This is an optimization exercise on Yosys and OpenROAD, whose aim is small area and a short achievable clock period, not a production implementation. No run shown here included a check of the RTL's function; only the layout flow was run. Power and IR drop assume default switching activity.

## design/flow/run.sh

```bash
#!/bin/bash
# synth_recipe.tcl (not shown) runs the flow's synth.tcl, then flattens the netlist and writes it again
# the make line also repeats each setting of config.mk as NAME=value (left out here)
make -C /OpenROAD-flow-scripts/flow DESIGN_CONFIG=/design/flow/config.mk WORK_HOME=/design/flow/orfs CLKGATE_MAP_FILE= SYNTH_SCRIPT=/design/flow/synth_recipe.tcl finish
```

## design/flow/config.mk

```make
export PLATFORM = sky130hd
export DESIGN_NAME = FP16_mcl
export DESIGN_NICKNAME = FP16_mcl
export VERILOG_FILES = /design/flow/design.v
export SDC_FILE = /design/flow/constraint.sdc
export NUM_CORES = 4
export LEC_CHECK = 0
export CAP_MARGIN = 20
export CORE_MARGIN = 2
export CORE_UTILIZATION = 40
export SLEW_MARGIN = 20
```

## design/flow/constraint.sdc

```tcl
create_clock -name core_clock -period 5.5 [get_ports {clk}]
set_input_delay 1.1000 -clock core_clock [delete_from_list [all_inputs] [get_ports {clk}]]
set_output_delay 1.1000 -clock core_clock [all_outputs]
set_load 0.01 [all_outputs]
```

## design/flow/design.v

```verilog
module FP16_mcl(
    input [15:0] data1,
    input [15:0] data2,
    input rst,
    input input_valid,
    input clk,
    output reg [15:0] datanew,
    output reg output_update
    );
    wire bm5_0;
    wire bm5_1;
    wire bm5_10;
    wire bm5_11;
    wire bm5_2;
    wire bm5_3;
    wire bm5_4;
    wire bm5_5;
    wire bm5_6;
    wire bm5_7;
    wire bm5_8;
    wire bm5_9;
    wire bp0_0;
    wire bp0_1;
    wire bp0_10;
    wire bp0_11;
    wire bp0_2;
    wire bp0_3;
    wire bp0_4;
    wire bp0_5;
    wire bp0_6;
    wire bp0_7;
    wire bp0_8;
    wire bp0_9;
    wire bp1_0;
    wire bp1_1;
    wire bp1_10;
    wire bp1_11;
    wire bp1_2;
    wire bp1_3;
    wire bp1_4;
    wire bp1_5;
    wire bp1_6;
    wire bp1_7;
    wire bp1_8;
    wire bp1_9;
    wire bp2_0;
    wire bp2_1;
    wire bp2_10;
    wire bp2_11;
    wire bp2_2;
    wire bp2_3;
    wire bp2_4;
    wire bp2_5;
    wire bp2_6;
    wire bp2_7;
    wire bp2_8;
    wire bp2_9;
    wire bp3_0;
    wire bp3_1;
    wire bp3_10;
    wire bp3_11;
    wire bp3_2;
    wire bp3_3;
    wire bp3_4;
    wire bp3_5;
    wire bp3_6;
    wire bp3_7;
    wire bp3_8;
    wire bp3_9;
    wire bp4_0;
    wire bp4_1;
    wire bp4_10;
    wire bp4_11;
    wire bp4_2;
    wire bp4_3;
    wire bp4_4;
    wire bp4_5;
    wire bp4_6;
    wire bp4_7;
    wire bp4_8;
    wire bp4_9;
    wire cin9;
    wire fc_1_10_2;
    wire fc_1_10_3;
    wire fc_1_11_4;
    wire fc_1_11_5;
    wire fc_1_12_6;
    wire fc_1_12_7;
    wire fc_1_13_8;
    wire fc_1_13_9;
    wire fc_1_14_10;
    wire fc_1_14_11;
    wire fc_1_15_12;
    wire fc_1_16_13;
    wire fc_1_8_0;
    wire fc_1_9_1;
    wire fc_2_10_18;
    wire fc_2_11_19;
    wire fc_2_12_20;
    wire fc_2_13_21;
    wire fc_2_14_22;
    wire fc_2_15_23;
    wire fc_2_16_24;
    wire fc_2_17_25;
    wire fc_2_18_26;
    wire fc_2_6_14;
    wire fc_2_7_15;
    wire fc_2_8_16;
    wire fc_2_9_17;
    wire fc_3_10_33;
    wire fc_3_11_34;
    wire fc_3_12_35;
    wire fc_3_13_36;
    wire fc_3_14_37;
    wire fc_3_15_38;
    wire fc_3_16_39;
    wire fc_3_17_40;
    wire fc_3_18_41;
    wire fc_3_19_42;
    wire fc_3_20_43;
    wire fc_3_4_27;
    wire fc_3_5_28;
    wire fc_3_6_29;
    wire fc_3_7_30;
    wire fc_3_8_31;
    wire fc_3_9_32;
    wire fs_1_10_2;
    wire fs_1_10_3;
    wire fs_1_11_4;
    wire fs_1_11_5;
    wire fs_1_12_6;
    wire fs_1_12_7;
    wire fs_1_13_8;
    wire fs_1_13_9;
    wire fs_1_14_10;
    wire fs_1_14_11;
    wire fs_1_15_12;
    wire fs_1_16_13;
    wire fs_1_8_0;
    wire fs_1_9_1;
    wire fs_2_10_18;
    wire fs_2_11_19;
    wire fs_2_12_20;
    wire fs_2_13_21;
    wire fs_2_14_22;
    wire fs_2_15_23;
    wire fs_2_16_24;
    wire fs_2_17_25;
    wire fs_2_18_26;
    wire fs_2_6_14;
    wire fs_2_7_15;
    wire fs_2_8_16;
    wire fs_2_9_17;
    wire fs_3_10_33;
    wire fs_3_11_34;
    wire fs_3_12_35;
    wire fs_3_13_36;
    wire fs_3_14_37;
    wire fs_3_15_38;
    wire fs_3_16_39;
    wire fs_3_17_40;
    wire fs_3_18_41;
    wire fs_3_19_42;
    wire fs_3_20_43;
    wire fs_3_4_27;
    wire fs_3_5_28;
    wire fs_3_6_29;
    wire fs_3_7_30;
    wire fs_3_8_31;
    wire fs_3_9_32;
    wire hc_1_6_0;
    wire hc_1_7_1;
    wire hc_1_8_2;
    wire hc_1_9_3;
    wire hc_2_4_4;
    wire hc_2_5_5;
    wire hc_3_2_6;
    wire hc_3_3_7;
    wire hs_1_6_0;
    wire hs_1_7_1;
    wire hs_1_8_2;
    wire hs_1_9_3;
    wire hs_2_4_4;
    wire hs_2_5_5;
    wire hs_3_2_6;
    wire hs_3_3_7;
    wire n_bm5_11_c21;
    wire n_bm5_2_c12;
    wire n_bm5_2_c13;
    wire n_bm5_5_c15;
    wire n_bm5_7_c17;
    wire n_bm5_9_c19;
    wire neg0;
    wire neg1;
    wire neg2;
    wire neg3;
    wire neg4;
    wire nneg0;
    wire nneg1;
    wire nneg2;
    wire nneg3;
    wire nneg4;
    wire one0;
    wire one1;
    wire one2;
    wire one3;
    wire one4;
    wire sg0;
    wire two0;
    wire two1;
    wire two2;
    wire two3;
    wire two4;
    wire z9_0;
    reg one0_r1;
    reg data1_0_r1;
    reg neg0_r1;
    reg data1_1_r1;
    reg two0_r1;
    reg data1_2_r1;
    reg data1_3_r1;
    reg data1_4_r1;
    reg data1_5_r1;
    reg data1_6_r1;
    reg data1_7_r1;
    reg data1_8_r1;
    reg data1_9_r1;
    reg one1_r1;
    reg neg1_r1;
    reg two1_r1;
    reg one2_r1;
    reg neg2_r1;
    reg two2_r1;
    reg one3_r1;
    reg neg3_r1;
    reg two3_r1;
    reg one4_r1;
    reg neg4_r1;
    reg two4_r1;
    reg data2_9_r1;
    reg fs_3_8_31_r2;
    reg fs_3_7_30_r2;
    reg fs_3_6_29_r2;
    reg fs_3_5_28_r2;
    reg fs_3_4_27_r2;
    reg hs_3_3_7_r2;
    reg hs_3_2_6_r2;
    reg bp0_1_r2;
    reg bp0_0_r2;
    reg fc_3_7_30_r2;
    reg fc_3_6_29_r2;
    reg fc_3_5_28_r2;
    reg fc_3_4_27_r2;
    reg hc_3_3_7_r2;
    reg hc_3_2_6_r2;
    reg neg1_r2;
    reg neg0_r2;
    reg n_bm5_11_c21_r2;
    reg fs_3_20_43_r2;
    reg fs_3_19_42_r2;
    reg fs_3_18_41_r2;
    reg fs_3_17_40_r2;
    reg fs_3_16_39_r2;
    reg fs_3_15_38_r2;
    reg fs_3_14_37_r2;
    reg fs_3_13_36_r2;
    reg fs_3_12_35_r2;
    reg fs_3_11_34_r2;
    reg fs_3_10_33_r2;
    reg fs_3_9_32_r2;
    reg fc_3_20_43_r2;
    reg fc_3_19_42_r2;
    reg fc_3_18_41_r2;
    reg fc_3_17_40_r2;
    reg fc_3_16_39_r2;
    reg fc_3_15_38_r2;
    reg fc_3_14_37_r2;
    reg fc_3_13_36_r2;
    reg fc_3_12_35_r2;
    reg fc_3_11_34_r2;
    reg fc_3_10_33_r2;
    reg fc_3_9_32_r2;
    reg fc_3_8_31_r2;
    reg z9_0_r1;
    reg z9_0_r2;
    reg es0_5_r1;
    reg es0_5_r2;
    reg es0_4_r1;
    reg es0_4_r2;
    reg es0_3_r1;
    reg es0_3_r2;
    reg es0_2_r1;
    reg es0_2_r2;
    reg es0_1_r1;
    reg es0_1_r2;
    reg es0_0_r1;
    reg es0_0_r2;
    reg sg0_r1;
    reg sg0_r2;
    wire inf0 = (&data1[14:10]) | (&data2[14:10]);
    wire zero0 = ~(|data1[14:0]) | ~(|data2[14:0]);
    wire [5:0] esum0 = data1[14:10] + data2[14:10];
    wire [5:0] es0 = inf0 ? 6'd63 : zero0 ? 6'd0 : esum0;
    assign sg0 = data1[15] ^ data2[15];
    wire [10:0] t1, t2;
    assign t1[0] = 1'b1;
    assign t1[1] = ~(|data1[0:0]);
    assign t1[2] = ~(|data1[1:0]);
    assign t1[3] = ~(|data1[2:0]);
    assign t1[4] = ~(|data1[3:0]);
    assign t1[5] = ~(|data1[4:0]);
    assign t1[6] = ~(|data1[5:0]);
    assign t1[7] = ~(|data1[6:0]);
    assign t1[8] = ~(|data1[7:0]);
    assign t1[9] = ~(|data1[8:0]);
    assign t1[10] = ~(|data1[9:0]);
    assign t2[0] = 1'b1;
    assign t2[1] = ~(|data2[0:0]);
    assign t2[2] = ~(|data2[1:0]);
    assign t2[3] = ~(|data2[2:0]);
    assign t2[4] = ~(|data2[3:0]);
    assign t2[5] = ~(|data2[4:0]);
    assign t2[6] = ~(|data2[5:0]);
    assign t2[7] = ~(|data2[6:0]);
    assign t2[8] = ~(|data2[7:0]);
    assign t2[9] = ~(|data2[8:0]);
    assign t2[10] = ~(|data2[9:0]);
    assign z9_0 = (t1[0] & t2[9]) | (t1[1] & t2[8]) | (t1[2] & t2[7]) | (t1[3] & t2[6]) | (t1[4] & t2[5]) | (t1[5] & t2[4]) | (t1[6] & t2[3]) | (t1[7] & t2[2]) | (t1[8] & t2[1]) | (t1[9] & t2[0]);
    assign neg0 = data2[1] & ~(data2[0] & 1'b0);
    assign one0 = data2[0] ^ 1'b0;
    assign two0 = (data2[1] & ~data2[0] & ~1'b0) | (~data2[1] & data2[0] & 1'b0);
    assign bp0_0 = ((one0_r1 & data1_0_r1)) ^ neg0_r1;
    assign bp0_1 = ((one0_r1 & data1_1_r1) | (two0_r1 & data1_0_r1)) ^ neg0_r1;
    assign bp0_2 = ((one0_r1 & data1_2_r1) | (two0_r1 & data1_1_r1)) ^ neg0_r1;
    assign bp0_3 = ((one0_r1 & data1_3_r1) | (two0_r1 & data1_2_r1)) ^ neg0_r1;
    assign bp0_4 = ((one0_r1 & data1_4_r1) | (two0_r1 & data1_3_r1)) ^ neg0_r1;
    assign bp0_5 = ((one0_r1 & data1_5_r1) | (two0_r1 & data1_4_r1)) ^ neg0_r1;
    assign bp0_6 = ((one0_r1 & data1_6_r1) | (two0_r1 & data1_5_r1)) ^ neg0_r1;
    assign bp0_7 = ((one0_r1 & data1_7_r1) | (two0_r1 & data1_6_r1)) ^ neg0_r1;
    assign bp0_8 = ((one0_r1 & data1_8_r1) | (two0_r1 & data1_7_r1)) ^ neg0_r1;
    assign bp0_9 = ((one0_r1 & data1_9_r1) | (two0_r1 & data1_8_r1)) ^ neg0_r1;
    assign bp0_10 = ((one0_r1 & 1'b1) | (two0_r1 & data1_9_r1)) ^ neg0_r1;
    assign bp0_11 = ((two0_r1 & 1'b1)) ^ neg0_r1;
    assign nneg0 = ~neg0_r1;
    assign neg1 = data2[3] & ~(data2[2] & data2[1]);
    assign one1 = data2[2] ^ data2[1];
    assign two1 = (data2[3] & ~data2[2] & ~data2[1]) | (~data2[3] & data2[2] & data2[1]);
    assign bp1_0 = ((one1_r1 & data1_0_r1)) ^ neg1_r1;
    assign bp1_1 = ((one1_r1 & data1_1_r1) | (two1_r1 & data1_0_r1)) ^ neg1_r1;
    assign bp1_2 = ((one1_r1 & data1_2_r1) | (two1_r1 & data1_1_r1)) ^ neg1_r1;
    assign bp1_3 = ((one1_r1 & data1_3_r1) | (two1_r1 & data1_2_r1)) ^ neg1_r1;
    assign bp1_4 = ((one1_r1 & data1_4_r1) | (two1_r1 & data1_3_r1)) ^ neg1_r1;
    assign bp1_5 = ((one1_r1 & data1_5_r1) | (two1_r1 & data1_4_r1)) ^ neg1_r1;
    assign bp1_6 = ((one1_r1 & data1_6_r1) | (two1_r1 & data1_5_r1)) ^ neg1_r1;
    assign bp1_7 = ((one1_r1 & data1_7_r1) | (two1_r1 & data1_6_r1)) ^ neg1_r1;
    assign bp1_8 = ((one1_r1 & data1_8_r1) | (two1_r1 & data1_7_r1)) ^ neg1_r1;
    assign bp1_9 = ((one1_r1 & data1_9_r1) | (two1_r1 & data1_8_r1)) ^ neg1_r1;
    assign bp1_10 = ((one1_r1 & 1'b1) | (two1_r1 & data1_9_r1)) ^ neg1_r1;
    assign bp1_11 = ((two1_r1 & 1'b1)) ^ neg1_r1;
    assign nneg1 = ~neg1_r1;
    assign neg2 = data2[5] & ~(data2[4] & data2[3]);
    assign one2 = data2[4] ^ data2[3];
    assign two2 = (data2[5] & ~data2[4] & ~data2[3]) | (~data2[5] & data2[4] & data2[3]);
    assign bp2_0 = ((one2_r1 & data1_0_r1)) ^ neg2_r1;
    assign bp2_1 = ((one2_r1 & data1_1_r1) | (two2_r1 & data1_0_r1)) ^ neg2_r1;
    assign bp2_2 = ((one2_r1 & data1_2_r1) | (two2_r1 & data1_1_r1)) ^ neg2_r1;
    assign bp2_3 = ((one2_r1 & data1_3_r1) | (two2_r1 & data1_2_r1)) ^ neg2_r1;
    assign bp2_4 = ((one2_r1 & data1_4_r1) | (two2_r1 & data1_3_r1)) ^ neg2_r1;
    assign bp2_5 = ((one2_r1 & data1_5_r1) | (two2_r1 & data1_4_r1)) ^ neg2_r1;
    assign bp2_6 = ((one2_r1 & data1_6_r1) | (two2_r1 & data1_5_r1)) ^ neg2_r1;
    assign bp2_7 = ((one2_r1 & data1_7_r1) | (two2_r1 & data1_6_r1)) ^ neg2_r1;
    assign bp2_8 = ((one2_r1 & data1_8_r1) | (two2_r1 & data1_7_r1)) ^ neg2_r1;
    assign bp2_9 = ((one2_r1 & data1_9_r1) | (two2_r1 & data1_8_r1)) ^ neg2_r1;
    assign bp2_10 = ((one2_r1 & 1'b1) | (two2_r1 & data1_9_r1)) ^ neg2_r1;
    assign bp2_11 = ((two2_r1 & 1'b1)) ^ neg2_r1;
    assign nneg2 = ~neg2_r1;
    assign neg3 = data2[7] & ~(data2[6] & data2[5]);
    assign one3 = data2[6] ^ data2[5];
    assign two3 = (data2[7] & ~data2[6] & ~data2[5]) | (~data2[7] & data2[6] & data2[5]);
    assign bp3_0 = ((one3_r1 & data1_0_r1)) ^ neg3_r1;
    assign bp3_1 = ((one3_r1 & data1_1_r1) | (two3_r1 & data1_0_r1)) ^ neg3_r1;
    assign bp3_2 = ((one3_r1 & data1_2_r1) | (two3_r1 & data1_1_r1)) ^ neg3_r1;
    assign bp3_3 = ((one3_r1 & data1_3_r1) | (two3_r1 & data1_2_r1)) ^ neg3_r1;
    assign bp3_4 = ((one3_r1 & data1_4_r1) | (two3_r1 & data1_3_r1)) ^ neg3_r1;
    assign bp3_5 = ((one3_r1 & data1_5_r1) | (two3_r1 & data1_4_r1)) ^ neg3_r1;
    assign bp3_6 = ((one3_r1 & data1_6_r1) | (two3_r1 & data1_5_r1)) ^ neg3_r1;
    assign bp3_7 = ((one3_r1 & data1_7_r1) | (two3_r1 & data1_6_r1)) ^ neg3_r1;
    assign bp3_8 = ((one3_r1 & data1_8_r1) | (two3_r1 & data1_7_r1)) ^ neg3_r1;
    assign bp3_9 = ((one3_r1 & data1_9_r1) | (two3_r1 & data1_8_r1)) ^ neg3_r1;
    assign bp3_10 = ((one3_r1 & 1'b1) | (two3_r1 & data1_9_r1)) ^ neg3_r1;
    assign bp3_11 = ((two3_r1 & 1'b1)) ^ neg3_r1;
    assign nneg3 = ~neg3_r1;
    assign neg4 = data2[9] & ~(data2[8] & data2[7]);
    assign one4 = data2[8] ^ data2[7];
    assign two4 = (data2[9] & ~data2[8] & ~data2[7]) | (~data2[9] & data2[8] & data2[7]);
    assign bp4_0 = ((one4_r1 & data1_0_r1)) ^ neg4_r1;
    assign bp4_1 = ((one4_r1 & data1_1_r1) | (two4_r1 & data1_0_r1)) ^ neg4_r1;
    assign bp4_2 = ((one4_r1 & data1_2_r1) | (two4_r1 & data1_1_r1)) ^ neg4_r1;
    assign bp4_3 = ((one4_r1 & data1_3_r1) | (two4_r1 & data1_2_r1)) ^ neg4_r1;
    assign bp4_4 = ((one4_r1 & data1_4_r1) | (two4_r1 & data1_3_r1)) ^ neg4_r1;
    assign bp4_5 = ((one4_r1 & data1_5_r1) | (two4_r1 & data1_4_r1)) ^ neg4_r1;
    assign bp4_6 = ((one4_r1 & data1_6_r1) | (two4_r1 & data1_5_r1)) ^ neg4_r1;
    assign bp4_7 = ((one4_r1 & data1_7_r1) | (two4_r1 & data1_6_r1)) ^ neg4_r1;
    assign bp4_8 = ((one4_r1 & data1_8_r1) | (two4_r1 & data1_7_r1)) ^ neg4_r1;
    assign bp4_9 = ((one4_r1 & data1_9_r1) | (two4_r1 & data1_8_r1)) ^ neg4_r1;
    assign bp4_10 = ((one4_r1 & 1'b1) | (two4_r1 & data1_9_r1)) ^ neg4_r1;
    assign bp4_11 = ((two4_r1 & 1'b1)) ^ neg4_r1;
    assign nneg4 = ~neg4_r1;
    assign bm5_0 = data2_9_r1 ? 1'b0 : data1_0_r1;
    assign bm5_1 = data2_9_r1 ? data1_0_r1 : data1_1_r1;
    assign bm5_2 = data2_9_r1 ? data1_1_r1 : data1_2_r1;
    assign bm5_3 = data2_9_r1 ? data1_2_r1 : data1_3_r1;
    assign bm5_4 = data2_9_r1 ? data1_3_r1 : data1_4_r1;
    assign bm5_5 = data2_9_r1 ? data1_4_r1 : data1_5_r1;
    assign bm5_6 = data2_9_r1 ? data1_5_r1 : data1_6_r1;
    assign bm5_7 = data2_9_r1 ? data1_6_r1 : data1_7_r1;
    assign bm5_8 = data2_9_r1 ? data1_7_r1 : data1_8_r1;
    assign bm5_9 = data2_9_r1 ? data1_8_r1 : data1_9_r1;
    assign bm5_10 = data2_9_r1 ? data1_9_r1 : 1'b1;
    assign bm5_11 = data2_9_r1;
    assign n_bm5_2_c12 = ~bm5_2;
    assign n_bm5_2_c13 = ~bm5_2;
    assign n_bm5_5_c15 = ~bm5_5;
    assign n_bm5_7_c17 = ~bm5_7;
    assign n_bm5_9_c19 = ~bm5_9;
    assign n_bm5_11_c21 = ~bm5_11;
    assign hs_1_6_0 = bp0_6 ^ bp1_4;
    assign hc_1_6_0 = bp0_6 & bp1_4;
    assign hs_1_7_1 = bp0_7 ^ bp1_5;
    assign hc_1_7_1 = bp0_7 & bp1_5;
    assign fs_1_8_0 = bp0_8 ^ bp1_6 ^ bp2_4;
    assign fc_1_8_0 = (bp0_8 & bp1_6) | (bp0_8 & bp2_4) | (bp1_6 & bp2_4);
    assign hs_1_8_2 = bp3_2 ^ bp4_0;
    assign hc_1_8_2 = bp3_2 & bp4_0;
    assign fs_1_9_1 = bp0_9 ^ bp1_7 ^ bp2_5;
    assign fc_1_9_1 = (bp0_9 & bp1_7) | (bp0_9 & bp2_5) | (bp1_7 & bp2_5);
    assign hs_1_9_3 = bp3_3 ^ bp4_1;
    assign hc_1_9_3 = bp3_3 & bp4_1;
    assign fs_1_10_2 = bp0_10 ^ bp1_8 ^ bp2_6;
    assign fc_1_10_2 = (bp0_10 & bp1_8) | (bp0_10 & bp2_6) | (bp1_8 & bp2_6);
    assign fs_1_10_3 = bp3_4 ^ bp4_2 ^ bm5_0;
    assign fc_1_10_3 = (bp3_4 & bp4_2) | (bp3_4 & bm5_0) | (bp4_2 & bm5_0);
    assign fs_1_11_4 = bp0_11 ^ bp1_9 ^ bp2_7;
    assign fc_1_11_4 = (bp0_11 & bp1_9) | (bp0_11 & bp2_7) | (bp1_9 & bp2_7);
    assign fs_1_11_5 = bp3_5 ^ bp4_3 ^ bm5_1;
    assign fc_1_11_5 = (bp3_5 & bp4_3) | (bp3_5 & bm5_1) | (bp4_3 & bm5_1);
    assign fs_1_12_6 = nneg0 ^ bp1_10 ^ bp2_8;
    assign fc_1_12_6 = (nneg0 & bp1_10) | (nneg0 & bp2_8) | (bp1_10 & bp2_8);
    assign fs_1_12_7 = bp3_6 ^ bp4_4 ^ n_bm5_2_c12;
    assign fc_1_12_7 = (bp3_6 & bp4_4) | (bp3_6 & n_bm5_2_c12) | (bp4_4 & n_bm5_2_c12);
    assign fs_1_13_8 = bp1_11 ^ bp2_9 ^ bp3_7;
    assign fc_1_13_8 = (bp1_11 & bp2_9) | (bp1_11 & bp3_7) | (bp2_9 & bp3_7);
    assign fs_1_13_9 = bp4_5 ^ bm5_3 ^ n_bm5_2_c13;
    assign fc_1_13_9 = (bp4_5 & bm5_3) | (bp4_5 & n_bm5_2_c13) | (bm5_3 & n_bm5_2_c13);
    assign fs_1_14_10 = nneg1 ^ bp2_10 ^ bp3_8;
    assign fc_1_14_10 = (nneg1 & bp2_10) | (nneg1 & bp3_8) | (bp2_10 & bp3_8);
    assign fs_1_14_11 = bp4_6 ^ bm5_4 ^ bm5_2;
    assign fc_1_14_11 = (bp4_6 & bm5_4) | (bp4_6 & bm5_2) | (bm5_4 & bm5_2);
    assign fs_1_15_12 = bp2_11 ^ bp3_9 ^ bp4_7;
    assign fc_1_15_12 = (bp2_11 & bp3_9) | (bp2_11 & bp4_7) | (bp3_9 & bp4_7);
    assign fs_1_16_13 = nneg2 ^ bp3_10 ^ bp4_8;
    assign fc_1_16_13 = (nneg2 & bp3_10) | (nneg2 & bp4_8) | (bp3_10 & bp4_8);
    assign hs_2_4_4 = bp0_4 ^ bp1_2;
    assign hc_2_4_4 = bp0_4 & bp1_2;
    assign hs_2_5_5 = bp0_5 ^ bp1_3;
    assign hc_2_5_5 = bp0_5 & bp1_3;
    assign fs_2_6_14 = hs_1_6_0 ^ bp2_2 ^ bp3_0;
    assign fc_2_6_14 = (hs_1_6_0 & bp2_2) | (hs_1_6_0 & bp3_0) | (bp2_2 & bp3_0);
    assign fs_2_7_15 = hs_1_7_1 ^ bp2_3 ^ bp3_1;
    assign fc_2_7_15 = (hs_1_7_1 & bp2_3) | (hs_1_7_1 & bp3_1) | (bp2_3 & bp3_1);
    assign fs_2_8_16 = fs_1_8_0 ^ hs_1_8_2 ^ neg4_r1;
    assign fc_2_8_16 = (fs_1_8_0 & hs_1_8_2) | (fs_1_8_0 & neg4_r1) | (hs_1_8_2 & neg4_r1);
    assign fs_2_9_17 = fs_1_9_1 ^ hs_1_9_3 ^ fc_1_8_0;
    assign fc_2_9_17 = (fs_1_9_1 & hs_1_9_3) | (fs_1_9_1 & fc_1_8_0) | (hs_1_9_3 & fc_1_8_0);
    assign fs_2_10_18 = fs_1_10_2 ^ fs_1_10_3 ^ fc_1_9_1;
    assign fc_2_10_18 = (fs_1_10_2 & fs_1_10_3) | (fs_1_10_2 & fc_1_9_1) | (fs_1_10_3 & fc_1_9_1);
    assign fs_2_11_19 = fs_1_11_4 ^ fs_1_11_5 ^ fc_1_10_2;
    assign fc_2_11_19 = (fs_1_11_4 & fs_1_11_5) | (fs_1_11_4 & fc_1_10_2) | (fs_1_11_5 & fc_1_10_2);
    assign fs_2_12_20 = fs_1_12_6 ^ fs_1_12_7 ^ fc_1_11_4;
    assign fc_2_12_20 = (fs_1_12_6 & fs_1_12_7) | (fs_1_12_6 & fc_1_11_4) | (fs_1_12_7 & fc_1_11_4);
    assign fs_2_13_21 = fs_1_13_8 ^ fs_1_13_9 ^ fc_1_12_6;
    assign fc_2_13_21 = (fs_1_13_8 & fs_1_13_9) | (fs_1_13_8 & fc_1_12_6) | (fs_1_13_9 & fc_1_12_6);
    assign fs_2_14_22 = fs_1_14_10 ^ fs_1_14_11 ^ fc_1_13_8;
    assign fc_2_14_22 = (fs_1_14_10 & fs_1_14_11) | (fs_1_14_10 & fc_1_13_8) | (fs_1_14_11 & fc_1_13_8);
    assign fs_2_15_23 = fs_1_15_12 ^ n_bm5_5_c15 ^ fc_1_14_10;
    assign fc_2_15_23 = (fs_1_15_12 & n_bm5_5_c15) | (fs_1_15_12 & fc_1_14_10) | (n_bm5_5_c15 & fc_1_14_10);
    assign fs_2_16_24 = fs_1_16_13 ^ bm5_6 ^ bm5_5;
    assign fc_2_16_24 = (fs_1_16_13 & bm5_6) | (fs_1_16_13 & bm5_5) | (bm5_6 & bm5_5);
    assign fs_2_17_25 = bp3_11 ^ bp4_9 ^ n_bm5_7_c17;
    assign fc_2_17_25 = (bp3_11 & bp4_9) | (bp3_11 & n_bm5_7_c17) | (bp4_9 & n_bm5_7_c17);
    assign fs_2_18_26 = nneg3 ^ bp4_10 ^ bm5_8;
    assign fc_2_18_26 = (nneg3 & bp4_10) | (nneg3 & bm5_8) | (bp4_10 & bm5_8);
    assign hs_3_2_6 = bp0_2 ^ bp1_0;
    assign hc_3_2_6 = bp0_2 & bp1_0;
    assign hs_3_3_7 = bp0_3 ^ bp1_1;
    assign hc_3_3_7 = bp0_3 & bp1_1;
    assign fs_3_4_27 = hs_2_4_4 ^ bp2_0 ^ neg2_r1;
    assign fc_3_4_27 = (hs_2_4_4 & bp2_0) | (hs_2_4_4 & neg2_r1) | (bp2_0 & neg2_r1);
    assign fs_3_5_28 = hs_2_5_5 ^ bp2_1 ^ hc_2_4_4;
    assign fc_3_5_28 = (hs_2_5_5 & bp2_1) | (hs_2_5_5 & hc_2_4_4) | (bp2_1 & hc_2_4_4);
    assign fs_3_6_29 = fs_2_6_14 ^ neg3_r1 ^ hc_2_5_5;
    assign fc_3_6_29 = (fs_2_6_14 & neg3_r1) | (fs_2_6_14 & hc_2_5_5) | (neg3_r1 & hc_2_5_5);
    assign fs_3_7_30 = fs_2_7_15 ^ hc_1_6_0 ^ fc_2_6_14;
    assign fc_3_7_30 = (fs_2_7_15 & hc_1_6_0) | (fs_2_7_15 & fc_2_6_14) | (hc_1_6_0 & fc_2_6_14);
    assign fs_3_8_31 = fs_2_8_16 ^ hc_1_7_1 ^ fc_2_7_15;
    assign fc_3_8_31 = (fs_2_8_16 & hc_1_7_1) | (fs_2_8_16 & fc_2_7_15) | (hc_1_7_1 & fc_2_7_15);
    assign fs_3_9_32 = fs_2_9_17 ^ hc_1_8_2 ^ fc_2_8_16;
    assign fc_3_9_32 = (fs_2_9_17 & hc_1_8_2) | (fs_2_9_17 & fc_2_8_16) | (hc_1_8_2 & fc_2_8_16);
    assign fs_3_10_33 = fs_2_10_18 ^ hc_1_9_3 ^ fc_2_9_17;
    assign fc_3_10_33 = (fs_2_10_18 & hc_1_9_3) | (fs_2_10_18 & fc_2_9_17) | (hc_1_9_3 & fc_2_9_17);
    assign fs_3_11_34 = fs_2_11_19 ^ fc_1_10_3 ^ fc_2_10_18;
    assign fc_3_11_34 = (fs_2_11_19 & fc_1_10_3) | (fs_2_11_19 & fc_2_10_18) | (fc_1_10_3 & fc_2_10_18);
    assign fs_3_12_35 = fs_2_12_20 ^ fc_1_11_5 ^ fc_2_11_19;
    assign fc_3_12_35 = (fs_2_12_20 & fc_1_11_5) | (fs_2_12_20 & fc_2_11_19) | (fc_1_11_5 & fc_2_11_19);
    assign fs_3_13_36 = fs_2_13_21 ^ fc_1_12_7 ^ fc_2_12_20;
    assign fc_3_13_36 = (fs_2_13_21 & fc_1_12_7) | (fs_2_13_21 & fc_2_12_20) | (fc_1_12_7 & fc_2_12_20);
    assign fs_3_14_37 = fs_2_14_22 ^ fc_1_13_9 ^ fc_2_13_21;
    assign fc_3_14_37 = (fs_2_14_22 & fc_1_13_9) | (fs_2_14_22 & fc_2_13_21) | (fc_1_13_9 & fc_2_13_21);
    assign fs_3_15_38 = fs_2_15_23 ^ fc_1_14_11 ^ fc_2_14_22;
    assign fc_3_15_38 = (fs_2_15_23 & fc_1_14_11) | (fs_2_15_23 & fc_2_14_22) | (fc_1_14_11 & fc_2_14_22);
    assign fs_3_16_39 = fs_2_16_24 ^ fc_1_15_12 ^ fc_2_15_23;
    assign fc_3_16_39 = (fs_2_16_24 & fc_1_15_12) | (fs_2_16_24 & fc_2_15_23) | (fc_1_15_12 & fc_2_15_23);
    assign fs_3_17_40 = fs_2_17_25 ^ fc_1_16_13 ^ fc_2_16_24;
    assign fc_3_17_40 = (fs_2_17_25 & fc_1_16_13) | (fs_2_17_25 & fc_2_16_24) | (fc_1_16_13 & fc_2_16_24);
    assign fs_3_18_41 = fs_2_18_26 ^ bm5_7 ^ fc_2_17_25;
    assign fc_3_18_41 = (fs_2_18_26 & bm5_7) | (fs_2_18_26 & fc_2_17_25) | (bm5_7 & fc_2_17_25);
    assign fs_3_19_42 = bp4_11 ^ n_bm5_9_c19 ^ fc_2_18_26;
    assign fc_3_19_42 = (bp4_11 & n_bm5_9_c19) | (bp4_11 & fc_2_18_26) | (n_bm5_9_c19 & fc_2_18_26);
    assign fs_3_20_43 = nneg4 ^ bm5_10 ^ bm5_9;
    assign fc_3_20_43 = (nneg4 & bm5_10) | (nneg4 & bm5_9) | (bm5_10 & bm5_9);
    assign cin9 = ({1'b0, {fs_3_8_31_r2, fs_3_7_30_r2, fs_3_6_29_r2, fs_3_5_28_r2, fs_3_4_27_r2, hs_3_3_7_r2, hs_3_2_6_r2, bp0_1_r2, bp0_0_r2}} + {1'b0, {fc_3_7_30_r2, fc_3_6_29_r2, fc_3_5_28_r2, fc_3_4_27_r2, hc_3_3_7_r2, hc_3_2_6_r2, neg1_r2, 1'b0, neg0_r2}}) >> 9;
    wire [12:0] ph;
    assign ph = {n_bm5_11_c21_r2, fs_3_20_43_r2, fs_3_19_42_r2, fs_3_18_41_r2, fs_3_17_40_r2, fs_3_16_39_r2, fs_3_15_38_r2, fs_3_14_37_r2, fs_3_13_36_r2, fs_3_12_35_r2, fs_3_11_34_r2, fs_3_10_33_r2, fs_3_9_32_r2} + {fc_3_20_43_r2, fc_3_19_42_r2, fc_3_18_41_r2, fc_3_17_40_r2, fc_3_16_39_r2, fc_3_15_38_r2, fc_3_14_37_r2, fc_3_13_36_r2, fc_3_12_35_r2, fc_3_11_34_r2, fc_3_10_33_r2, fc_3_9_32_r2, fc_3_8_31_r2} + {12'd0, cin9};
    wire [10:0] pH = {ph[12], ph[11], ph[10], ph[9], ph[8], ph[7], ph[6], ph[5], ph[4], ph[3], ph[2]};
    wire [10:0] pL = {ph[11], ph[10], ph[9], ph[8], ph[7], ph[6], ph[5], ph[4], ph[3], ph[2], ph[1]};
    wire h = ph[12];
    wire z9 = z9_0_r2;
    wire upH = ph[1] & (ph[2] | ph[0] | ~z9);
    wire upL = ph[0] & (ph[1] | ~z9);
    wire [11:0] incL = {1'b0, pL} + 12'd1;
    wire [10:0] incH = pH + 11'd1;
    wire ovf = ~h & upL & incL[11];
    wire [9:0] frac = h ? (upH ? incH[9:0] : pH[9:0]) : (upL ? incL[9:0] : pL[9:0]);
    wire k = h | ovf;
    wire [5:0] esr = {es0_5_r2, es0_4_r2, es0_3_r2, es0_2_r2, es0_1_r2, es0_0_r2};
    wire sat = k ? (esr >= 6'd45) : (esr >= 6'd46);
    wire flz = k ? (esr <= 6'd14) : (esr <= 6'd15);
    wire [4:0] eo = esr[4:0] + (k ? 5'd18 : 5'd17);
    wire sg = sg0_r2;
    wire [15:0] res = sat ? {sg, 15'h7fff} : flz ? 16'h0000 : {sg, eo, frac};
    reg [1:0] vld;
    always @(posedge clk or posedge rst)
        if (rst) begin
            vld <= 2'd0;
            output_update <= 1'b0;
        end else begin
            vld <= {vld[0:0], input_valid};
            output_update <= vld[1];
        end
    always @(posedge clk) begin
        one0_r1 <= one0;
        data1_0_r1 <= data1[0];
        neg0_r1 <= neg0;
        data1_1_r1 <= data1[1];
        two0_r1 <= two0;
        data1_2_r1 <= data1[2];
        data1_3_r1 <= data1[3];
        data1_4_r1 <= data1[4];
        data1_5_r1 <= data1[5];
        data1_6_r1 <= data1[6];
        data1_7_r1 <= data1[7];
        data1_8_r1 <= data1[8];
        data1_9_r1 <= data1[9];
        one1_r1 <= one1;
        neg1_r1 <= neg1;
        two1_r1 <= two1;
        one2_r1 <= one2;
        neg2_r1 <= neg2;
        two2_r1 <= two2;
        one3_r1 <= one3;
        neg3_r1 <= neg3;
        two3_r1 <= two3;
        one4_r1 <= one4;
        neg4_r1 <= neg4;
        two4_r1 <= two4;
        data2_9_r1 <= data2[9];
        fs_3_8_31_r2 <= fs_3_8_31;
        fs_3_7_30_r2 <= fs_3_7_30;
        fs_3_6_29_r2 <= fs_3_6_29;
        fs_3_5_28_r2 <= fs_3_5_28;
        fs_3_4_27_r2 <= fs_3_4_27;
        hs_3_3_7_r2 <= hs_3_3_7;
        hs_3_2_6_r2 <= hs_3_2_6;
        bp0_1_r2 <= bp0_1;
        bp0_0_r2 <= bp0_0;
        fc_3_7_30_r2 <= fc_3_7_30;
        fc_3_6_29_r2 <= fc_3_6_29;
        fc_3_5_28_r2 <= fc_3_5_28;
        fc_3_4_27_r2 <= fc_3_4_27;
        hc_3_3_7_r2 <= hc_3_3_7;
        hc_3_2_6_r2 <= hc_3_2_6;
        neg1_r2 <= neg1_r1;
        neg0_r2 <= neg0_r1;
        n_bm5_11_c21_r2 <= n_bm5_11_c21;
        fs_3_20_43_r2 <= fs_3_20_43;
        fs_3_19_42_r2 <= fs_3_19_42;
        fs_3_18_41_r2 <= fs_3_18_41;
        fs_3_17_40_r2 <= fs_3_17_40;
        fs_3_16_39_r2 <= fs_3_16_39;
        fs_3_15_38_r2 <= fs_3_15_38;
        fs_3_14_37_r2 <= fs_3_14_37;
        fs_3_13_36_r2 <= fs_3_13_36;
        fs_3_12_35_r2 <= fs_3_12_35;
        fs_3_11_34_r2 <= fs_3_11_34;
        fs_3_10_33_r2 <= fs_3_10_33;
        fs_3_9_32_r2 <= fs_3_9_32;
        fc_3_20_43_r2 <= fc_3_20_43;
        fc_3_19_42_r2 <= fc_3_19_42;
        fc_3_18_41_r2 <= fc_3_18_41;
        fc_3_17_40_r2 <= fc_3_17_40;
        fc_3_16_39_r2 <= fc_3_16_39;
        fc_3_15_38_r2 <= fc_3_15_38;
        fc_3_14_37_r2 <= fc_3_14_37;
        fc_3_13_36_r2 <= fc_3_13_36;
        fc_3_12_35_r2 <= fc_3_12_35;
        fc_3_11_34_r2 <= fc_3_11_34;
        fc_3_10_33_r2 <= fc_3_10_33;
        fc_3_9_32_r2 <= fc_3_9_32;
        fc_3_8_31_r2 <= fc_3_8_31;
        z9_0_r1 <= z9_0;
        z9_0_r2 <= z9_0_r1;
        es0_5_r1 <= es0[5];
        es0_5_r2 <= es0_5_r1;
        es0_4_r1 <= es0[4];
        es0_4_r2 <= es0_4_r1;
        es0_3_r1 <= es0[3];
        es0_3_r2 <= es0_3_r1;
        es0_2_r1 <= es0[2];
        es0_2_r2 <= es0_2_r1;
        es0_1_r1 <= es0[1];
        es0_1_r2 <= es0_1_r1;
        es0_0_r1 <= es0[0];
        es0_0_r2 <= es0_0_r1;
        sg0_r1 <= sg0;
        sg0_r2 <= sg0_r1;
        datanew <= res;
    end
endmodule
```

==> summary.txt, run 1 <==
switching power total 2120 uW; clk sink count 104; vias in the first global route 4840; Max FO, Critical Path 5; CTS H-tree lvls 3; status finished clean; row count 46; drt initial violations 380; global route total overflow 0; Synth Instances 664; RSZ-0062 raised after global routing no; Post-Syn Nets roughly 790; Num CTS Buffers 9; reg2reg setup slack approximately 480 ps; chip width 132.5 um; Cell Area, Placed 0.007251 sq mm; Clock Latency Late Sink 350 ps; Post-route DRC 0; WS Path Type reg -> reg; Leak 0.003074 uW; Top FF cell, synth dfxtp_1; maximum clock rate roughly 0.20 GHz; Final Cycle Share 91.28%; non-filler cells, final 921; CTS tree built; startpoint types register; max cap viols 0; Post-synth EDFFs 0; Root Driver clkbuf_16; max FFs per register 16; biggest registers after layout datanew: 16 flops, vld: 2 flops; most common cell after layout, fill and taps aside dfxtp_1; Gate power share 64.4%; Final Power 4764 uW; share of cells above drive strength 1 7.518%; Yosys warning total 1; via/cell ratio 5.277; slew margin rel. 41.92%; Total GRT Usage 16.24%; post-synth cell types 61; Hold Vio Cnt, Final 0; fin crit period about 5000 ps; Hold Path Class reg -> reg; Final HPWL DP 10.51 mm; TritonRoute pass-1 iters 5; CP Capture Type register; final setup fails 0; clk_skew 7.206 ps; P_int between 2000 and 3000 uW; pin count of the biggest net entering global routing 26; final core occ 47.44%; proportion of power drawn by the clock network between 10% and 20%; Clk pin slew, worst setup/hold paths 70 ps; setup_tns 0 ps; Post-Place Cells 899; GPL Wtd Cong slightly below 0.9; Synth Cell Area 0.006603 sq mm; sequential area share after synthesis 31.76%; most frequent cells in the layout dfxtp_1, inv_1, clkdlybuf4s50_1, xnor2_1, fa_1; full die area 0.01755 sq mm; Final ANT Viol Nets 0; CP required ~5800 ps; Synth Area per Inst 9.944 sq um; largest register by flop count datanew; final instance area ~0.0076 sq mm; Slew Limit Fails 0; VDD IR max 0.0002454 V; Worst Path Arrival 5300 ps; input/output buffers 51; Seq pwr share a little under a quarter; worst-margin pin slew between 800 and 900 ps; diodes inserted 0; first-pass GRT wire length 23.23 mm; Core ar. 0.01600 sq mm; hold_buf cts 0; area grow syn2layout 14.97%; Routed WL around 14 mm; Nets 821; #FFs+latches synth 104; initial antenna violation count 0; FFs w/ async S/R, synth about 2.9%; routed len/inst between 10 and 15 um; Max Root-Sink Buffers 2; Initial Util 41.27%; total number of vias about 4900; pwr dens roughly 630 mW/mm^2; Switching Share roughly 45%; I/O Pins 52; Die Y ~130 um
[timing repair]
| action | CTS | global route |
|---|---|---|
| buffers inserted | 0 | 6 |
| setup endpoints to repair | 0 | 4 |
| resized for setup | 0 | 3 |
[cell families after synthesis]
group / after synthesis / synth area share [%]
AOI/OAI and AO/OA: 155 / 16.83
and+or+nand+nor: 131 / 11.03
DFF: 104 / 31.76
buffers and inverters: 91 / 5.533
adders and majority gates: 86 / 21.64
xor gates and xnor gates: 85 / 11.28
muxes: 12 / 1.933
[worst max-delay path: stages, from the launching register on]
cell and delay (ps):
dfxtp_1 310, ha_1 290, a41o_1 230, a21oi_1 160, nor2b_1 60, o21ai_0 160
nand2b_1 80, a21oi_1 150, nor2b_1 60, o21ai_0 160, nand2b_1 90, fa_1 440
a211oi_4 310, nor2_1 120, xnor2_2 190, inv_1 80, ha_1 160, nand3_1 110
or3_4 450, nor3_4 270, a31oi_4 160, fa_1 460, o21ai_0 190, o31ai_1 90
a31oi_1 170
[Yosys cell counts (7+ instances only)]
library cell / number / share of area [%]
xnor2_1: 51 / 6.8
clkbuf_1: 26 / 1.5
a21oi_2: 10 / 1.3
nand3_1: 13 / 0.99
a21oi_1: 25 / 1.9
nor2b_1: 15 / 1.4
dfxtp_1: 101 / 31
ha_1: 39 / 7.4
and2_1: 7 / 0.66
nor2_1: 25 / 1.4
inv_1: 55 / 3.1
nor4_1: 10 / 0.95
xor2_1: 34 / 4.5
nand2_1: 20 / 1.1
nand2b_1: 7 / 0.66
fa_1: 47 / 14
o21ai_0: 25 / 1.9
a22oi_1: 45 / 5.1
[final timing paths]
| kind | start | end | cells past startpoint |
|---|---|---|---|
| worst max-delay path | hs_3_2_6_r2$_DFF_P_ | datanew[14]$_SDFF_PP1_ | 24 |
| worst min-delay path | sg0_r1$_DFF_P_ | sg0_r2$_DFF_P_ | 0 |
| worst max register to register | hs_3_2_6_r2$_DFF_P_ | datanew[14]$_SDFF_PP1_ | 24 |
| worst min register to register | sg0_r1$_DFF_P_ | sg0_r2$_DFF_P_ | 0 |
| max in group asynchronous | rst | vld[0]$_DFF_PP0_ | 2 |
| min in group asynchronous | rst | output_update$_DFF_PP0_ | 2 |
[area by class of cell]
cell class                      count  area, sq um
Clock buffer                       10        229.0
Clock inverter                      6        43.79
Fill cell                        1560         8409
Inverter                           56        210.2
Multi-Input combinational cell    469         4163
Sequential cell                   104         2097
Tap cell                          216        270.3
Timing Repair Buffer               60        578.1
[layer usage]
metal | part of all wire [%] | GRT usage [%]
met5 | 0 | 0
met4 | 1.6 | 5.854
met3 | 4.0 | 3.065
met2 | 47 | 26.45
met1 | 47 | 21.60
[power by group through the flow]
stage / Sequential, uW / Clock (uW) / Combinational, uW
4_1_cts: 1110 / 607 / 2940
2_1_floorplan: 1100 / 0 / 2250
3_3_place_gp: 1120 / 0 / 2880
6_report: 1110 / 586 / 3070
5_1_grt: 1130 / 641 / 3460
3_5_place_dp: 1130 / 0 / 2920
[per-stage QoR]
step / hold slack [ps] / worst slack [ps]
after floorplan: 309.6 / 855.5
after global placement: 311.1 / 390.5
after detailed placement: 312.1 / 253.3
after CTS: 328.1 / 217.3
after global routing: 333.5 / 12.35
final: 327.3 / 479.4
==> run 2, diff against run 1 <==
--- a/design/flow/config.mk
+++ b/design/flow/config.mk
@@ -7,5 +7,8 @@
 export LEC_CHECK = 0
+export ABC_CLOCK_PERIOD_IN_PS = 3000
 export CAP_MARGIN = 20
 export CORE_MARGIN = 2
-export CORE_UTILIZATION = 40
+export CORE_UTILIZATION = 60
+export CTS_BUF_LIST = sky130_fd_sc_hd__clkbuf_4 sky130_fd_sc_hd__clkbuf_8
+export SETUP_SLACK_MARGIN = 2.5
 export SLEW_MARGIN = 20
==> summary.txt, run 2 <==
CTS tree built; I/O Pins 52; Post-route DRC 0; slew margin rel. a little over two fifths; clk sink count 104; Slew Limit Fails 0; chip width roughly 110 um; sequential area share after synthesis 31.76%; Clk pin slew, worst setup/hold paths around 100 ps; Post-synth top cells dfxtp_1, inv_1, xnor2_1, fa_1, a22oi_1; total number of vias 5150; VDD IR max 0.0006037 V; global route total overflow 0; Synth Area per Inst 9.944 sq um; initial antenna violation count 0; Worst Path Arrival 4730 ps; full die area 0.01186 sq mm; most frequent cells in the layout dfxtp_1, inv_1, clkdlybuf4s50_1, xnor2_1, a22oi_1; largest register by flop count datanew; CP Capture Type register; Clock Latency Late Sink 380 ps; cell family with most CP delay adder cells; Synth Instances 664; worst-margin pin slew approximately 850 ps; RSZ-0062 raised after global routing yes; final core occ 72.90%; pre-CTS WS about 630 ps; Total GRT Usage 26.68%; Seq pwr share 21.0%; Post-Syn Nets 785; setup_tns 0 ps; share of cells above drive strength 1 15.81%; max cap viols 0; reg2reg setup slack 1030 ps; TritonRoute pass-1 iters 5; biggest registers after layout datanew: 16 flops, vld: 2 flops; Nets 837; Gate power share 70.6%; Initial Util 61.18%; switching power total 2464 uW; Top FF cell, synth dfxtp_1; diodes inserted 0; leading area contributor after synthesis dfxtp_1; Core ar. approximately 0.011 sq mm; Die Y 108.9 um; Final ANT Viol Nets 0; maximum clock rate 0.2238 GHz; first-pass GRT wire length 24.63 mm; Max FO, Critical Path 4; CTS H-tree lvls 3; Root Driver clkbuf_8; max FFs per register 16; most common cell after layout, fill and taps aside dfxtp_1; input/output buffers 51; vias in the first global route 5226; Post-synth EDFFs 0; Crit path buffers/inverters 3; Slowest-stage cell, CP fa_2; WS Path Type reg -> reg; area grow syn2layout 19.16%; Final Cycle Share 81.25%; final setup fails 0; #FFs+latches synth 104; status finished clean; clk_skew between 10 and 15 ps; Synth Cell Area 0.006603 sq mm; count leader, synth dfxtp_1; top post-synthesis cells by area dfxtp_1, fa_1, ha_1; hold_buf cts 0; GPL Wtd Cong between 0.9 and 1; crit-path max cell delay roughly 400 ps; proportion of power drawn by the clock network under 10%; fin crit period 4469 ps; CP required 5760 ps; Routed WL 14.97 mm; Leak 0.003203 uW; worst setup slack after layout ~1000 ps; Hold Vio Cnt, Final 0; Yosys warning total 1; row count 38; routed len/inst 17.38 um; pin count of the biggest net entering global routing 19; Max Root-Sink Buffers 2; startpoint types register; post-synth top area share between 30% and 40%; via/cell ratio 5.981; drt initial violations 339; pwr dens 677.0 mW/mm^2; Num CTS Buffers 9; Final HPWL DP 10.79 mm; FFs w/ async S/R, synth 2.885%; P_int roughly 2900 uW; post-synth cell types just over 60; Switching Share 46.27%; Hold Path Class reg -> reg
run 2: cell types whose count changed in the layout (fill, tap and decap cells not counted), moves of 4 or more:
cell,previous run,this run
dfxtp_1,101,97
dfxtp_2,0,4
o21ai_0,25,21
a21oi_2,10,14
clkbuf_16,9,1
ha_1,39,35
buf_6,0,4
clkbuf_8,0,9
clkinvlp_4,4,0
a21oi_1,25,20
buf_4,9,18
run 2: final timing paths:
| path | start | endpoint | depth (start not counted) |
|---|---|---|---|
| min in group asynchronous | rst | vld[0]$_DFF_PP0_ | 2 |
| max in group asynchronous | rst | vld[1]$_DFF_PP0_ | 2 |
| hold / removal | es0_2_r1$_SDFF_PP1_ | es0_2_r2$_DFF_P_ | 0 |
| hold reg to reg | es0_2_r1$_SDFF_PP1_ | es0_2_r2$_DFF_P_ | 0 |
| setup reg to reg | hs_3_2_6_r2$_DFF_P_ | datanew[13]$_SDFF_PP1_ | 26 |
| setup / recovery | hs_3_2_6_r2$_DFF_P_ | datanew[13]$_SDFF_PP1_ | 26 |
run 2: worst register-to-register path, stage by stage, from the launching register on:
cell	delay, ps
dfxtp_2	340
ha_4	220
a41o_1	180
a21oi_2	110
nor2b_1	50
o21ai_1	120
nand2b_1	80
a21oi_2	110
nor2b_1	50
o21ai_1	120
nand2b_1	100
fa_2	400
inv_2	80
fa_2	260
buf_12	120
xnor2_4	110
ha_2	210
nand3_2	80
or3_4	360
nor3_4	180
a31oi_4	170
inv_2	100
ha_4	200
a21oi_2	140
nor2b_1	70
xnor2_1	260
a31oi_4	110
run 2: cell type report:
cell class	instances	area, sq um
Clock buffer	10	131.4
Clock inverter	6	50.05
Fill cell	789	2925
Inverter	56	210.2
Multi-Input combinational cell	469	4443
Sequential cell	104	2102
Tap cell	140	175.2
Timing Repair Buffer	76	755.7
run 2: power groups by stage:
stage               Clock, uW  Sequential [uW]  Combinational (uW)
finish                    447             1120                3760
global route              489             1140                4100
CTS                       459             1120                3510
detailed placement          0             1130                3050
global placement            0             1120                2960
floorplan                   0             1100                2330
run 2: cells by family (layout without fill, tap and decap cells):
logic type | count (synthesis) | count (layout) | synth area share [%]
muxes | 12 | 12 | 1.933
buffers and inverters | 91 | 148 | 5.533
AOI/OAI and AO/OA | 155 | 155 | 16.83
DFF | 104 | 104 | 31.76
and+or+nand+nor | 131 | 131 | 11.03
xor gates and xnor gates | 85 | 85 | 11.28
adders and majority gates | 86 | 86 | 21.64
run 2: timing repair:
| item | in CTS | in global routing |
|---|---|---|
| pin swaps | 25 | 20 |
| endpoints found under the setup margin | 22 | 28 |
| buffers inserted | 20 | 3 |
| resized for setup | 27 | 24 |
| cloned | 1 | 0 |
run 2: layer usage:
layer | share of wire (%) | routed length (um) | track usage [%]
met2 | 49 | 7323 | 45.21
met4 | 1.8 | 268 | 8.516
met1 | 43 | 6481 | 33.99
met5 | 0 | 0 | 0
met3 | 6.0 | 894 | 5.798
run 2: per-stage QoR:
stage,power (uW),std cells,hold WS [ps],area [sq um]
global placement,4084,821,311.3,7188
detailed placement,4176,821,313.2,7188
finish,5326,861,333.2,7868
CTS,5080,858,336.3,7727
global route,5735,861,341.6,7868
floorplan,3432,664,309.6,6650

## separate check: timing with driven ports
How much do the figures lean on ideal ports? The routed layouts below were timed once more, with nothing changed but the port constraints.
Step 1 (the two cells are an assumption about what drives the block):
set clk [get_ports {clk}]
set_driving_cell -lib_cell sky130_fd_sc_hd__clkbuf_16 $clk
set_driving_cell -lib_cell sky130_fd_sc_hd__buf_2 [delete_from_list [all_inputs] $clk]
Step 2 also shifts input and output timing later by t, the mid clock arrival at the registers, as if the neighbouring blocks saw the same clock.
Three values: ideal, step 1, step 2; two values: the first two.
run	shift t [ns]	setup slack, ns	worst register clock-pin slew, ns
run 1	0.384	0.479 / 0.479 / 0.479	0.07 / 0.07
run 2	0.410	1.031 / 1.031 / 1.031	0.10 / 0.10
After both steps setup and hold are still met in every run listed.
